Source: an optimization exercise on an open RTL-to-GDS flow (aim: small area). Production flows keep margins and buffers that such runs may drop. Function was checked by simulation only, so behaviour that the tests miss may differ from the original. The clock input has no modelled driver; a real chip could not lean on it and would need a root buffer or a full tree. Power figures rest on the tool's default switching activity, not on a simulated workload.

==> inputs of run C <==
==> flow/design.v <==
module wmtop (
	clk,
	rst,
	start,
	waterfull,
	accelerate,
	stateindic,
	index_n,
	fourdigit,
	lastdigit
);
input clk, rst;
input start;
input accelerate;
input waterfull;
output [5:0] stateindic;
output [3:0] index_n;
output [7:0] fourdigit;
output [6:0] lastdigit;
function [6:0] seg7_n;
	input [3:0] v;
	reg w, x, y, z;
	begin
		{w, x, y, z} = v;
		seg7_n[6] = ~((w | y | x & z) | (~x & ~z));
		seg7_n[5] = ~((~x | y & z) | (~y & ~z));
		seg7_n[4] = ~(x | ~y | z);
		seg7_n[3] = ~(w | (~x & ~z) | (y & ~z) | (~x & y) | (x & ~y & z));
		seg7_n[2] = ~(~z & (~x | y));
		seg7_n[1] = ~(w | (~y & ~z) | (x & ~y) | (x & ~z));
		seg7_n[0] = ~((w | (y & ~z) | x & ~y) | (~x & y));
	end
endfunction
reg reset;
always @(posedge clk)
	reset <= rst;
reg [2:0] a;
reg [2:0] z;
reg [4:0] q;
reg f1;
wire e4 = a[1] & a[0];			 
wire e40 = e4 & a[2] & z[2];		 
wire q24 = q[4] & q[3];			 
always @(posedge clk)
begin
	a[0] <= ~rst | ~a[0];
	a[1] <= ~rst | (a[1] ^ a[0]);
	a[2] <= ~rst | (a[2] ^ e4);
	z[0] <= rst & (z[0] ^ (e4 & ~z[2]));
	z[1] <= rst & (z[1] ^ (e4 & z[0]));
	z[2] <= ~rst | (z[2] ^ (e4 & (z[2] | z[1] & z[0])));
	q[0] <= rst & (q[0] ^ (e40 & ~q24));
	q[1] <= rst & (q[1] ^ (e40 & q[0]));
	q[2] <= rst & (q[2] ^ (e40 & q[0] & q[1]));
	q[3] <= ~rst | (q[3] ^ (e40 & (q[0] & q[1] & q[2] | q24)));
	q[4] <= ~rst | (q[4] ^ (e40 & (q[0] & q[1] & q[2] & q[3] | q24)));
	f1 <= ~rst | (f1 ^ (e40 & q24));
end
wire f100 = z[2] | z[1] & (z[0] | a[1]);
wire scan_tick = a[2] & ~a[1] & ~a[0];
reg clk_reg;
reg clk_reg_d;
always @(posedge clk)
begin
	clk_reg <= accelerate ? f100 : f1;
	clk_reg_d <= clk_reg;
end
wire tick = clk_reg & ~clk_reg_d;
reg [5:0] s_n;
reg done;	 
wire sclr = ~(rst & reset);
assign stateindic = s_n;
always @(posedge clk)
begin
	s_n[0] <= ~sclr & ~(~s_n[0] & start | ~s_n[5] & done);
	s_n[1] <= sclr | ~(~s_n[0] & ~start | ~s_n[1] & waterfull);
	s_n[2] <= sclr | ~(~s_n[1] & ~waterfull | ~s_n[2] & ~done);
	s_n[3] <= sclr | ~(~s_n[2] & done | ~s_n[3] & ~done);
	s_n[4] <= sclr | ~(~s_n[3] & done | ~s_n[4] & ~done);
	s_n[5] <= sclr | ~(~s_n[4] & done | ~s_n[5] & ~done);
end
reg [3:0] t;
reg [3:0] s1;
reg [2:0] st;
reg [3:0] m;
wire run = rst & s_n[0] & s_n[1];	 
wire fin = (~s_n[2] & m[3] & m[1])	 
	| (~s_n[3] & st[1] & st[0])	 
	| (~s_n[4] & m[2] & m[0])	 
	| (~s_n[5] & st[0]);		 
wire e0 = tick & ~fin;			 
wire e1 = e0 & t[3] & t[0];		 
wire e2 = e1 & s1[3] & s1[0];		 
wire e3 = e2 & st[2] & st[0];		 
wire k = run & ~(tick & fin);		 
always @(posedge clk)
begin
	done <= run & tick & fin;
	t[0] <= run & (t[0] ^ e0);
	t[1] <= run & (t[1] ^ (e0 & t[0] & ~t[3]));
	t[2] <= run & (t[2] ^ (e0 & t[0] & t[1]));
	t[3] <= run & (t[3] ^ (e0 & t[0] & (t[3] | t[1] & t[2])));
	s1[0] <= run & (s1[0] ^ e1);
	s1[1] <= run & (s1[1] ^ (e1 & s1[0] & ~s1[3]));
	s1[2] <= run & (s1[2] ^ (e1 & s1[0] & s1[1]));
	s1[3] <= run & (s1[3] ^ (e1 & s1[0] & (s1[3] | s1[1] & s1[2])));
	st[0] <= k & (st[0] ^ e2);
	st[1] <= k & (st[1] ^ (e2 & st[0] & ~st[2]));
	st[2] <= k & (st[2] ^ (e2 & st[0] & (st[1] | st[2])));
	m[0] <= k & (m[0] ^ e3);
	m[1] <= k & (m[1] ^ (e3 & m[0]));
	m[2] <= k & (m[2] ^ (e3 & m[0] & m[1]));
	m[3] <= k & (m[3] ^ (e3 & m[0] & m[1] & m[2]));
end
reg [3:0] idx_n;	 
reg [3:0] number;
wire dflt = idx_n[0] & idx_n[1] & idx_n[2];
wire [3:0] sel;
assign sel[3] = ~idx_n[1] & m[3] & ~m[1] | dflt & s1[3];
assign sel[2] = ~idx_n[0] & st[2] | ~idx_n[1] & m[2] | dflt & s1[2];
assign sel[1] = ~idx_n[0] & st[1] | ~idx_n[1] & m[1] & ~m[3] | dflt & s1[1];
assign sel[0] = ~idx_n[0] & st[0] | ~idx_n[1] & m[0] | ~idx_n[2] & m[3] & m[1] | dflt & s1[0];
assign index_n = idx_n;
assign fourdigit = {seg7_n(number), 1'b1};
assign lastdigit = seg7_n(t);
always @(posedge clk)
begin
	idx_n <= ~rst ? 4'b1111 : scan_tick ? {idx_n[2:0], ~dflt} : idx_n;
	number <= ~rst ? 4'd0 : scan_tick ? sel : number;
end
endmodule
==> flow/flow/run.sh <==
#!/bin/bash
# Layout flow: the standard synthesis, then the combinational logic is
# mapped again with a stronger ABC script (the flip-flops, their names and
# cell types are kept exactly as the standard synthesis made them), then the
# standard ORFS layout from that netlist, with the smallest buffer on the ports.
set -euo pipefail
W=$PWD
R=$W/orfs/results/$FLOW_PLATFORM/wmtop/base
YOSYS=$(command -v yosys || echo "$FLOW_HOME/../tools/install/yosys/bin/yosys")
LIB=$FLOW_HOME/platforms/$FLOW_PLATFORM/lib/sky130_fd_sc_hd__tt_025C_1v80.lib

bash standard.sh synth > synth.log 2>&1
cp "$R/1_2_yosys.v" std_netlist.v

printf 'set_driving_cell sky130_fd_sc_hd__buf_1\nset_load 5\n' > abc.constr
cat > resyn.ys <<EOY
read_liberty -ignore_miss_func $LIB
read_verilog std_netlist.v
hierarchy -top $FLOW_TOP
setattr -mod -set keep_hierarchy 1 sky130_fd_sc_hd__df*
flatten
opt_clean -purge
abc -script $W/flow/resyn.abc -liberty $LIB $(cat flow/dont_use.txt) -constr $W/abc.constr -D 20000
opt_clean -purge
hilomap -singleton -hicell sky130_fd_sc_hd__conb_1 HI -locell sky130_fd_sc_hd__conb_1 LO
splitnets
opt_clean -purge
select $FLOW_TOP
write_verilog -selected -noattr -noexpr -nohex -nodec $W/resyn_netlist.v
select -clear
tee -o $W/resyn_stat.txt stat -liberty $LIB
EOY
"$YOSYS" -s resyn.ys > resyn.log 2>&1

cp resyn_netlist.v "$R/1_2_yosys.v"
rm -f "$R/1_synth.odb" "$R/1_synth.sdc"
bash standard.sh "BUFFER_PORTS_ARGS=-buffer_cell sky130_fd_sc_hd__buf_1" "CTS_ARGS=-sink_clustering_enable -repair_clock_nets -sink_clustering_size 50 -sink_clustering_max_diameter 500 -buf_list sky130_fd_sc_hd__clkbuf_8 -root_buf sky130_fd_sc_hd__clkbuf_8" finish > standard.log 2>&1
==> flow/flow/dont_use.txt <==
-dont_use sky130_fd_sc_hd__lpflow_bleeder_1 -dont_use sky130_fd_sc_hd__lpflow_clkbufkapwr_1 -dont_use sky130_fd_sc_hd__lpflow_clkbufkapwr_16 -dont_use sky130_fd_sc_hd__lpflow_clkbufkapwr_2 -dont_use sky130_fd_sc_hd__lpflow_clkbufkapwr_4 -dont_use sky130_fd_sc_hd__lpflow_clkbufkapwr_8 -dont_use sky130_fd_sc_hd__lpflow_clkinvkapwr_1 -dont_use sky130_fd_sc_hd__lpflow_clkinvkapwr_16 -dont_use sky130_fd_sc_hd__lpflow_clkinvkapwr_2 -dont_use sky130_fd_sc_hd__lpflow_clkinvkapwr_4 -dont_use sky130_fd_sc_hd__lpflow_clkinvkapwr_8 -dont_use sky130_fd_sc_hd__lpflow_decapkapwr_12 -dont_use sky130_fd_sc_hd__lpflow_decapkapwr_3 -dont_use sky130_fd_sc_hd__lpflow_decapkapwr_4 -dont_use sky130_fd_sc_hd__lpflow_decapkapwr_6 -dont_use sky130_fd_sc_hd__lpflow_decapkapwr_8 -dont_use sky130_fd_sc_hd__lpflow_inputiso0n_1 -dont_use sky130_fd_sc_hd__lpflow_inputiso0p_1 -dont_use sky130_fd_sc_hd__lpflow_inputiso1n_1 -dont_use sky130_fd_sc_hd__lpflow_inputiso1p_1 -dont_use sky130_fd_sc_hd__lpflow_inputisolatch_1 -dont_use sky130_fd_sc_hd__lpflow_isobufsrc_1 -dont_use sky130_fd_sc_hd__lpflow_isobufsrc_16 -dont_use sky130_fd_sc_hd__lpflow_isobufsrc_2 -dont_use sky130_fd_sc_hd__lpflow_isobufsrc_4 -dont_use sky130_fd_sc_hd__lpflow_isobufsrc_8 -dont_use sky130_fd_sc_hd__lpflow_isobufsrckapwr_16 -dont_use sky130_fd_sc_hd__lpflow_lsbuf_lh_hl_isowell_tap_1 -dont_use sky130_fd_sc_hd__lpflow_lsbuf_lh_hl_isowell_tap_2 -dont_use sky130_fd_sc_hd__lpflow_lsbuf_lh_hl_isowell_tap_4 -dont_use sky130_fd_sc_hd__lpflow_lsbuf_lh_isowell_4 -dont_use sky130_fd_sc_hd__lpflow_lsbuf_lh_isowell_tap_1 -dont_use sky130_fd_sc_hd__lpflow_lsbuf_lh_isowell_tap_2 -dont_use sky130_fd_sc_hd__lpflow_lsbuf_lh_isowell_tap_4 -dont_use sky130_fd_sc_hd__probe_p_8 -dont_use sky130_fd_sc_hd__probec_p_8 
==> flow/flow/resyn.abc <==
strash; &get -n; &deepsyn -T 10; &put; &get -n; &dch -f; &nf -R 1000; &put; topo; dnsize -c
==> flow/standard.sh <==
#!/bin/bash
# synth_recipe.tcl (not shown) runs the flow's synth.tcl, then flattens the netlist and writes it again
# the make line also repeats each setting of config.mk as NAME=value (left out here)
make -C /OpenROAD-flow-scripts/flow DESIGN_CONFIG=/design/flow/config.mk WORK_HOME=/design/flow/orfs CLKGATE_MAP_FILE= SYNTH_SCRIPT=/design/flow/synth_recipe.tcl "${@:-finish}"
==> flow/config.mk <==
export PLATFORM = sky130hd
export DESIGN_NAME = wmtop
export DESIGN_NICKNAME = wmtop
export VERILOG_FILES = /design/flow/design.v
export SDC_FILE = /design/flow/constraint.sdc
export NUM_CORES = 4
export LEC_CHECK = 0
export CAP_MARGIN = 20
export CORE_MARGIN = 2
export CORE_UTILIZATION = 40
export SLEW_MARGIN = 20
==> flow/constraint.sdc <==
create_clock -name core_clock -period 20.0 [get_ports {clk}]
set_input_delay 4.0000 -clock core_clock [delete_from_list [all_inputs] [get_ports {clk}]]
set_output_delay 4.0000 -clock core_clock [all_outputs]
set_load 0.01 [all_outputs]
==> inputs of run G, as changes to run C <==
==> flow/design.v, changed modules only <==
module wmtop (
	clk,
	rst,
	start,
	waterfull,
	accelerate,
	stateindic,
	index_n,
	fourdigit,
	lastdigit
);
input clk, rst;
input start;
input accelerate;
input waterfull;
output [5:0] stateindic;
output [3:0] index_n;
output [7:0] fourdigit;
output [6:0] lastdigit;
function [6:0] seg7_n;
	input [3:0] v;
	reg w, x, y, z;
	begin
		{w, x, y, z} = v;
		seg7_n[6] = ~((w | y | x & z) | (~x & ~z));
		seg7_n[5] = ~((~x | y & z) | (~y & ~z));
		seg7_n[4] = ~(x | ~y | z);
		seg7_n[3] = ~(w | (~x & ~z) | (y & ~z) | (~x & y) | (x & ~y & z));
		seg7_n[2] = ~(~z & (~x | y));
		seg7_n[1] = ~(w | (~y & ~z) | (x & ~y) | (x & ~z));
		seg7_n[0] = ~((w | (y & ~z) | x & ~y) | (~x & y));
	end
endfunction
reg [2:0] a;
reg [2:0] z;
reg [4:0] q;
reg f1;
wire e4 = a[1] & a[0];			 
wire e40 = e4 & a[2] & z[2];		 
wire q24 = q[4] & q[3];			 
always @(posedge clk)
begin
	a[0] <= ~rst | ~a[0];
	a[1] <= ~rst | (a[1] ^ a[0]);
	a[2] <= ~rst | (a[2] ^ e4);
	z[0] <= ~rst | (e4 ? ~(z[0] | z[2]) : z[0]);
	z[1] <= rst & (e4 ? (z[1] ^ z[0]) & ~z[2] : z[1]);
	z[2] <= ~rst | (e4 ? z[1] & z[0] : z[2]);
	q[0] <= rst & (q[0] ^ (e40 & ~q24));
	q[1] <= rst & (q[1] ^ (e40 & q[0]));
	q[2] <= rst & (q[2] ^ (e40 & q[0] & q[1]));
	q[3] <= ~rst | (q[3] ^ (e40 & (q[0] & q[1] & q[2] | q24)));
	q[4] <= ~rst | (q[4] ^ (e40 & (q[0] & q[1] & q[2] & q[3] | q24)));
	f1 <= ~rst | (f1 ^ (e40 & q24));
end
wire f100 = z[2] | z[1] & (z[0] | a[1]);
wire scan_tick = a[2] & ~a[1] & ~a[0];
reg clk_reg;
reg clk_reg_d;
always @(posedge clk)
begin
	clk_reg <= accelerate ? f100 : f1;
	clk_reg_d <= clk_reg;
end
wire tick = clk_reg & ~clk_reg_d;
reg [2:0] b;
reg done;	 
wire sclr = ~rst | z[2] & z[0];	 
wire st_idle  = ~b[2] & ~b[1];
wire st_water = b[1] & b[0];
wire st_rinse = ~b[2] & ~b[0];
wire st_drain = b[2] & b[1];
wire st_dry   = ~b[1] & ~b[0];
wire st_alert = b[2] & b[0];
assign stateindic = ~{st_alert, st_dry, st_drain, st_rinse, st_water, st_idle};
always @(posedge clk)
begin
	b[0] <= sclr | (b[0] ? ~(st_water & ~waterfull) : st_dry & done);
	b[1] <= ~sclr & (b[1] ? ~(st_drain & done) : st_idle & ~start);
	b[2] <= ~sclr & (b[2] ? ~(st_alert & done) : st_rinse & done);
end
reg [3:0] t;
reg [3:0] s1;
reg [2:0] st;
reg [3:0] m;
wire run = rst & (~b[0] | b[2]);	 
wire fin = (st_rinse & m[3] & m[1])	 
	| (st_drain & st[1] & st[0])	 
	| (st_dry & m[2] & m[0])	 
	| (st_alert & st[0]);		 
wire e0 = tick & ~fin;			 
wire e1 = e0 & t[3] & t[0];		 
wire e2 = e1 & s1[3] & s1[0];		 
wire e3 = e2 & st[2] & st[0];		 
wire k = run & ~(tick & fin);		 
always @(posedge clk)
begin
	done <= run & tick & fin;
	t[0] <= run & (t[0] ^ e0);
	t[1] <= run & (t[1] ^ (e0 & t[0] & ~t[3]));
	t[2] <= run & (t[2] ^ (e0 & t[0] & t[1]));
	t[3] <= run & (t[3] ^ (e0 & t[0] & (t[3] | t[1] & t[2])));
	s1[0] <= run & (s1[0] ^ e1);
	s1[1] <= run & (s1[1] ^ (e1 & s1[0] & ~s1[3]));
	s1[2] <= run & (s1[2] ^ (e1 & s1[0] & s1[1]));
	s1[3] <= run & (s1[3] ^ (e1 & s1[0] & (s1[3] | s1[1] & s1[2])));
	st[0] <= k & (st[0] ^ e2);
	st[1] <= k & (st[1] ^ (e2 & st[0] & ~st[2]));
	st[2] <= k & (st[2] ^ (e2 & st[0] & (st[1] | st[2])));
	m[0] <= k & (m[0] ^ e3);
	m[1] <= k & (m[1] ^ (e3 & m[0]));
	m[2] <= k & (m[2] ^ (e3 & m[0] & m[1]));
	m[3] <= k & (m[3] ^ (e3 & m[0] & m[1] & m[2]));
end
reg [3:0] idx_n;	 
reg [3:0] number;
wire dflt = idx_n[0] & idx_n[1] & idx_n[2];
wire [3:0] sel;
assign sel[3] = ~idx_n[1] & m[3] & ~m[1] | dflt & s1[3];
assign sel[2] = ~idx_n[0] & st[2] | ~idx_n[1] & m[2] | dflt & s1[2];
assign sel[1] = ~idx_n[0] & st[1] | ~idx_n[1] & m[1] & ~m[3] | dflt & s1[1];
assign sel[0] = ~idx_n[0] & st[0] | ~idx_n[1] & m[0] | ~idx_n[2] & m[3] & m[1] | dflt & s1[0];
assign index_n = idx_n;
assign fourdigit = {seg7_n(number), 1'b1};
assign lastdigit = seg7_n(t);
always @(posedge clk)
begin
	idx_n <= ~rst ? 4'b1111 : scan_tick ? {idx_n[2:0], ~dflt} : idx_n;
	number <= ~rst ? 4'd0 : scan_tick ? sel : number;
end
endmodule
--- a/flow/flow/run.sh
+++ b/flow/flow/run.sh
@@ -34,4 +34,4 @@
 
 cp resyn_netlist.v "$R/1_2_yosys.v"
 rm -f "$R/1_synth.odb" "$R/1_synth.sdc"
-bash standard.sh "BUFFER_PORTS_ARGS=-buffer_cell sky130_fd_sc_hd__buf_1" "CTS_ARGS=-sink_clustering_enable -repair_clock_nets -sink_clustering_size 50 -sink_clustering_max_diameter 500 -buf_list sky130_fd_sc_hd__clkbuf_8 -root_buf sky130_fd_sc_hd__clkbuf_8" finish > standard.log 2>&1
+bash standard.sh "BUFFER_PORTS_ARGS=-buffer_cell sky130_fd_sc_hd__buf_1" finish > standard.log 2>&1
--- a/flow/config.mk
+++ b/flow/config.mk
@@ -7,5 +7,5 @@
 export LEC_CHECK = 0
 export CAP_MARGIN = 20
 export CORE_MARGIN = 2
-export CORE_UTILIZATION = 40
+export CORE_UTILIZATION = 70
 export SLEW_MARGIN = 20
==> inputs of run K, as changes to run C <==
==> flow/design.v, changed modules only <==
module wmtop (
	clk,
	rst,
	start,
	waterfull,
	accelerate,
	stateindic,
	index_n,
	fourdigit,
	lastdigit
);
input clk, rst;
input start;
input accelerate;
input waterfull;
output [5:0] stateindic;
output [3:0] index_n;
output [7:0] fourdigit;
output [6:0] lastdigit;
function [6:0] seg7_n;
	input [3:0] v;
	reg w, x, y, z;
	begin
		{w, x, y, z} = v;
		seg7_n[6] = ~((w | y | x & z) | (~x & ~z));
		seg7_n[5] = ~((~x | y & z) | (~y & ~z));
		seg7_n[4] = ~(x | ~y | z);
		seg7_n[3] = ~(w | (~x & ~z) | (y & ~z) | (~x & y) | (x & ~y & z));
		seg7_n[2] = ~(~z & (~x | y));
		seg7_n[1] = ~(w | (~y & ~z) | (x & ~y) | (x & ~z));
		seg7_n[0] = ~((w | (y & ~z) | x & ~y) | (~x & y));
	end
endfunction
reg [2:0] a;
reg [2:0] z;
reg [4:0] q;
reg f1;
wire e4 = a[1] & a[0];			 
wire e40 = e4 & a[2] & z[2];		 
wire q24 = q[4] & q[3];			 
always @(posedge clk)
begin
	a[0] <= ~rst | ~a[0];
	a[1] <= ~rst | (a[1] ^ a[0]);
	a[2] <= ~rst | (a[2] ^ e4);
	z[0] <= ~rst | (e4 ? ~(z[0] | z[2]) : z[0]);
	z[1] <= rst & (e4 ? (z[1] ^ z[0]) & ~z[2] : z[1]);
	z[2] <= ~rst | (e4 ? z[1] & z[0] : z[2]);
	q[0] <= rst & (q[0] ^ (e40 & ~q24));
	q[1] <= rst & (q[1] ^ (e40 & q[0]));
	q[2] <= rst & (q[2] ^ (e40 & q[0] & q[1]));
	q[3] <= ~rst | (q[3] ^ (e40 & (q[0] & q[1] & q[2] | q24)));
	q[4] <= ~rst | (q[4] ^ (e40 & (q[0] & q[1] & q[2] & q[3] | q24)));
	f1 <= ~rst | (f1 ^ (e40 & q24));
end
wire f100 = z[2] | z[1] & (z[0] | a[1]);
wire scan_tick = a[2] & ~a[1] & ~a[0];
reg clk_reg;
reg clk_reg_d;
always @(posedge clk)
begin
	clk_reg <= accelerate ? f100 : f1;
	clk_reg_d <= clk_reg;
end
wire tick = clk_reg & ~clk_reg_d;
reg [2:0] b;
reg done;	 
wire sclr = ~rst | z[2] & z[0];	 
wire st_idle  = ~b[2] & ~b[1];
wire st_water = b[1] & b[0];
wire st_rinse = ~b[2] & ~b[0];
wire st_drain = b[2] & b[1];
wire st_dry   = ~b[1] & ~b[0];
wire st_alert = b[2] & b[0];
assign stateindic = ~{st_alert, st_dry, st_drain, st_rinse, st_water, st_idle};
always @(posedge clk)
begin
	b[0] <= sclr | (b[0] ? ~(st_water & ~waterfull) : st_dry & done);
	b[1] <= ~sclr & (b[1] ? ~(st_drain & done) : st_idle & ~start);
	b[2] <= ~sclr & (b[2] ? ~(st_alert & done) : st_rinse & done);
end
reg [3:0] t;
reg [3:0] s1;
reg [2:0] st;
reg [3:0] m;
wire run = ~b[0] | b[2];		 
wire fin = (m[3] & m[1])		 
	| (st_drain & st[1] & st[0])	 
	| (st_dry & m[2] & m[0])	 
	| (st_alert & st[0]);		 
wire e0 = tick;				 
wire e1 = e0 & t[3] & t[0];		 
wire e2 = e1 & s1[3] & s1[0];		 
wire e3 = e2 & st[2] & st[0];		 
wire k = run & ~(tick & fin);		 
wire kt = rst & k;
always @(posedge clk)
begin
	done <= run & tick & fin;
	t[0] <= kt & (t[0] ^ e0);
	t[1] <= kt & (t[1] ^ (e0 & t[0] & ~t[3]));
	t[2] <= kt & (t[2] ^ (e0 & t[0] & t[1]));
	t[3] <= kt & (t[3] ^ (e0 & t[0] & (t[3] | t[1] & t[2])));
	s1[0] <= k & (s1[0] ^ e1);
	s1[1] <= k & (s1[1] ^ (e1 & s1[0] & ~s1[3]));
	s1[2] <= k & (s1[2] ^ (e1 & s1[0] & s1[1]));
	s1[3] <= k & (s1[3] ^ (e1 & s1[0] & (s1[3] | s1[1] & s1[2])));
	st[0] <= k & (st[0] ^ e2);
	st[1] <= k & (st[1] ^ (e2 & st[0] & ~st[2]));
	st[2] <= k & (st[2] ^ (e2 & st[0] & (st[1] | st[2])));
	m[0] <= k & (m[0] ^ e3);
	m[1] <= k & (m[1] ^ (e3 & m[0]));
	m[2] <= k & (m[2] ^ (e3 & m[0] & m[1]));
	m[3] <= k & (m[3] ^ (e3 & m[0] & m[1] & m[2]));
end
reg [3:0] idx_n;	 
reg [3:0] number;
wire dflt = idx_n[0] & idx_n[1] & idx_n[2];
wire [3:0] sel;
assign sel[3] = ~idx_n[1] & m[3] & ~m[1] | dflt & s1[3];
assign sel[2] = ~idx_n[0] & st[2] | ~idx_n[1] & m[2] | dflt & s1[2];
assign sel[1] = ~idx_n[0] & st[1] | ~idx_n[1] & m[1] & ~m[3] | dflt & s1[1];
assign sel[0] = ~idx_n[0] & st[0] | ~idx_n[1] & m[0] | ~idx_n[2] & m[3] & m[1] | dflt & s1[0];
assign index_n = idx_n;
assign fourdigit = {seg7_n(number), 1'b1};
assign lastdigit = seg7_n(t);
always @(posedge clk)
begin
	idx_n <= ~rst ? 4'b1111 : scan_tick ? {idx_n[2:0], ~dflt} : idx_n;
	number <= ~rst ? 4'd0 : scan_tick ? sel : number;
end
endmodule
--- a/flow/flow/run.sh
+++ b/flow/flow/run.sh
@@ -34,4 +34,5 @@
 
 cp resyn_netlist.v "$R/1_2_yosys.v"
 rm -f "$R/1_synth.odb" "$R/1_synth.sdc"
-bash standard.sh "BUFFER_PORTS_ARGS=-buffer_cell sky130_fd_sc_hd__buf_1" "CTS_ARGS=-sink_clustering_enable -repair_clock_nets -sink_clustering_size 50 -sink_clustering_max_diameter 500 -buf_list sky130_fd_sc_hd__clkbuf_8 -root_buf sky130_fd_sc_hd__clkbuf_8" finish > standard.log 2>&1
+export PRE_CTS_TCL=$W/flow/pre_cts.tcl CLK_PORT_NAME=clk CLK_LEAVES=4 CLK_LEAF_CELL=sky130_fd_sc_hd__clkbuf_4 CLK_ROOT_CELL=sky130_fd_sc_hd__clkbuf_2
+bash standard.sh "BUFFER_PORTS_ARGS=-buffer_cell sky130_fd_sc_hd__buf_1" finish > standard.log 2>&1
==> flow/flow/pre_cts.tcl (new file) <==
# Clock tree in place of TritonCTS's: the registers are split by place into
# CLK_LEAVES groups of about equal size, each driven by a CLK_LEAF_CELL at the
# centre of its group; one CLK_ROOT_CELL, driven by the clock port, drives the
# leaf buffers. Every register thus sees the same two buffers on its clock path.
rename clock_tree_synthesis triton_clock_tree_synthesis

proc cts_centre { items } {
  set sx 0; set sy 0
  foreach it $items {
    set sx [expr {$sx + [lindex $it 1]}]
    set sy [expr {$sy + [lindex $it 2]}]
  }
  set n [llength $items]
  return [list [expr {$sx / $n}] [expr {$sy / $n}]]
}

# split items ({iterm x y}) into k groups by recursive halving along the wider side
proc cts_split { items k } {
  if { $k <= 1 } { return [list $items] }
  set xs [lsort -integer [lmap it $items {lindex $it 1}]]
  set ys [lsort -integer [lmap it $items {lindex $it 2}]]
  set idx [expr {([lindex $xs end] - [lindex $xs 0]) >= ([lindex $ys end] - [lindex $ys 0]) ? 1 : 2}]
  set sorted [lsort -integer -index $idx $items]
  set k1 [expr {$k / 2}]
  set n1 [expr {([llength $items] * $k1) / $k}]
  set a [lrange $sorted 0 [expr {$n1 - 1}]]
  set b [lrange $sorted $n1 end]
  return [concat [cts_split $a $k1] [cts_split $b [expr {$k - $k1}]]]
}

proc cts_buffer { block master name innet outnet x y } {
  set inst [odb::dbInst_create $block $master $name]
  [$inst findITerm A] connect $innet
  [$inst findITerm X] connect $outnet
  $inst setLocation $x $y
  $inst setPlacementStatus PLACED
  return $inst
}

proc clock_tree_synthesis { args } {
  set block [ord::get_db_block]
  set db [ord::get_db]
  set clknet [$block findNet $::env(CLK_PORT_NAME)]
  set leaf [$db findMaster $::env(CLK_LEAF_CELL)]
  set root [$db findMaster $::env(CLK_ROOT_CELL)]
  set items {}
  foreach iterm [$clknet getITerms] {
    set bbox [[$iterm getInst] getBBox]
    lappend items [list $iterm [expr {([$bbox xMin] + [$bbox xMax]) / 2}] \
      [expr {([$bbox yMin] + [$bbox yMax]) / 2}]]
  }
  set groups [cts_split $items $::env(CLK_LEAVES)]
  set rootnet [odb::dbNet_create $block clknet_root]
  $rootnet setSigType CLOCK
  set centres {}
  set i 0
  foreach g $groups {
    set net [odb::dbNet_create $block clknet_leaf_$i]
    $net setSigType CLOCK
    foreach it $g {
      set iterm [lindex $it 0]
      $iterm disconnect
      $iterm connect $net
    }
    lassign [cts_centre $g] x y
    cts_buffer $block $leaf clkbuf_leaf_$i $rootnet $net $x $y
    lappend centres [list {} $x $y]
    puts "clock leaf $i: $::env(CLK_LEAF_CELL) drives [llength $g] registers"
    incr i
  }
  lassign [cts_centre $centres] x y
  cts_buffer $block $root clkbuf_root $clknet $rootnet $x $y
  set_propagated_clock [all_clocks]
}
==> flow/flow/resyn.abc (replaced) <==
strash; &get -n; &deepsyn -T 30; &put; &get -n; &dch -f; &nf -R 1000; &put; topo; dnsize -c
==> run summary <==
Final Power: run G 0.156 mW; run C 0.159 mW; run K 0.133 mW
Combined buffer and inverter count along the critical path: run G 2; run C 1; run K 2
Metal3 WL: run G 202 um; run C 142 um; run K 117 um
Routed wire length: run G 3850 um; run C 3250 um; run K 3340 um
Average wire length per cell after detail routing: run G 14.2 um; run C 11.1 um; run K 11.6 um
Htree depth: run G 2; run C 2; run K -
Multi-input gates: run G 159; run C 153; run K 153
Average vias per placed instance: run G 5.96; run C 5.01; run K 5.18
Final critical-path setup slack: run G 13,920 ps; run C 14,400 ps; run K 14,010 ps
Static Leakage: run G 0.741 nW; run C 0.738 nW; run K 0.680 nW
Effective utilization at floorplan: run G 0.750; run C 0.412; run K 0.417
Total power density per cell area: run G 81.5 nW/um^2; run C 78.7 nW/um^2; run K 70.6 nW/um^2
Fraction of met1 tracks used by global routing: run G 0.344; run C 0.188; run K 0.215
Run status: run G timing/DRC/antenna clean; run C timing/DRC/antenna clean; run K timing/DRC/antenna clean
CTS Root Buffer Type: run G clkbuf_4; run C clkbuf_8; run K -
Post-placement cell area: run G 1830 sq um; run C 1940 sq um; run K 1840 sq um
Sequential logic power: run G 0.0891 mW; run C 0.0959 mW; run K 0.0878 mW
Critical path peak fanout: run G 5; run C 9; run K 5
Total clock buffers created by CTS: run G 5; run C 5; run K -
Fin area: run G 1920 sq um; run C 2030 sq um; run K 1880 sq um
Final nets: run G 247; run C 245; run K 246
Fraction of area in multi-input gates: run G 0.441; run C 0.416; run K 0.429
Invs w/o clock: run G 7; run C 7; run K 11
Reg2Reg Setup Slack: run G 16,990 ps; run C 17,250 ps; run K 17,950 ps
Worst-case setup slack after placement: run G 14,220 ps; run C 14,280 ps; run K 14,230 ps
Comb pwr: run G 0.0111 mW; run C 0.00921 mW; run K 0.0101 mW
In run K the design's own scripts or RTL, not TritonCTS, make the clock network.

-- what the ideal ports hide --
No port has a modelled driver above. Below, the same layouts with a new extraction and two added sets of constraints.
Step 1 assumes that a clkbuf_16 drives the clock port and a buf_2 every other input.
Step 2 moves the port delays by t, midway between the first and last clock arrival at a register: inputs arrive t later, outputs are due t later. That takes back most of the time a late clock gives input paths.
a / b / c = ideal ports / drivers / drivers and shift; a / b = the first two.
| run | t (ns) | slack for setup (ns) | hold slack, ns |
|---|---|---|---|
| run C | 0.315 | 14.396 / 14.370 / 14.277 | 0.376 / 0.376 / 0.376 |
| run G | 0.371 | 13.918 / 13.897 / 14.190 | 0.380 / 0.380 / 0.380 |
| run K | 0.396 | 14.010 / 13.987 / 14.234 | 0.355 / 0.355 / 0.355 |
After both steps setup and hold are still met in every run listed. For run C, which loses most, drivers alone change the setup slack by -0.026 ns; drivers and shift together by -0.119 ns.
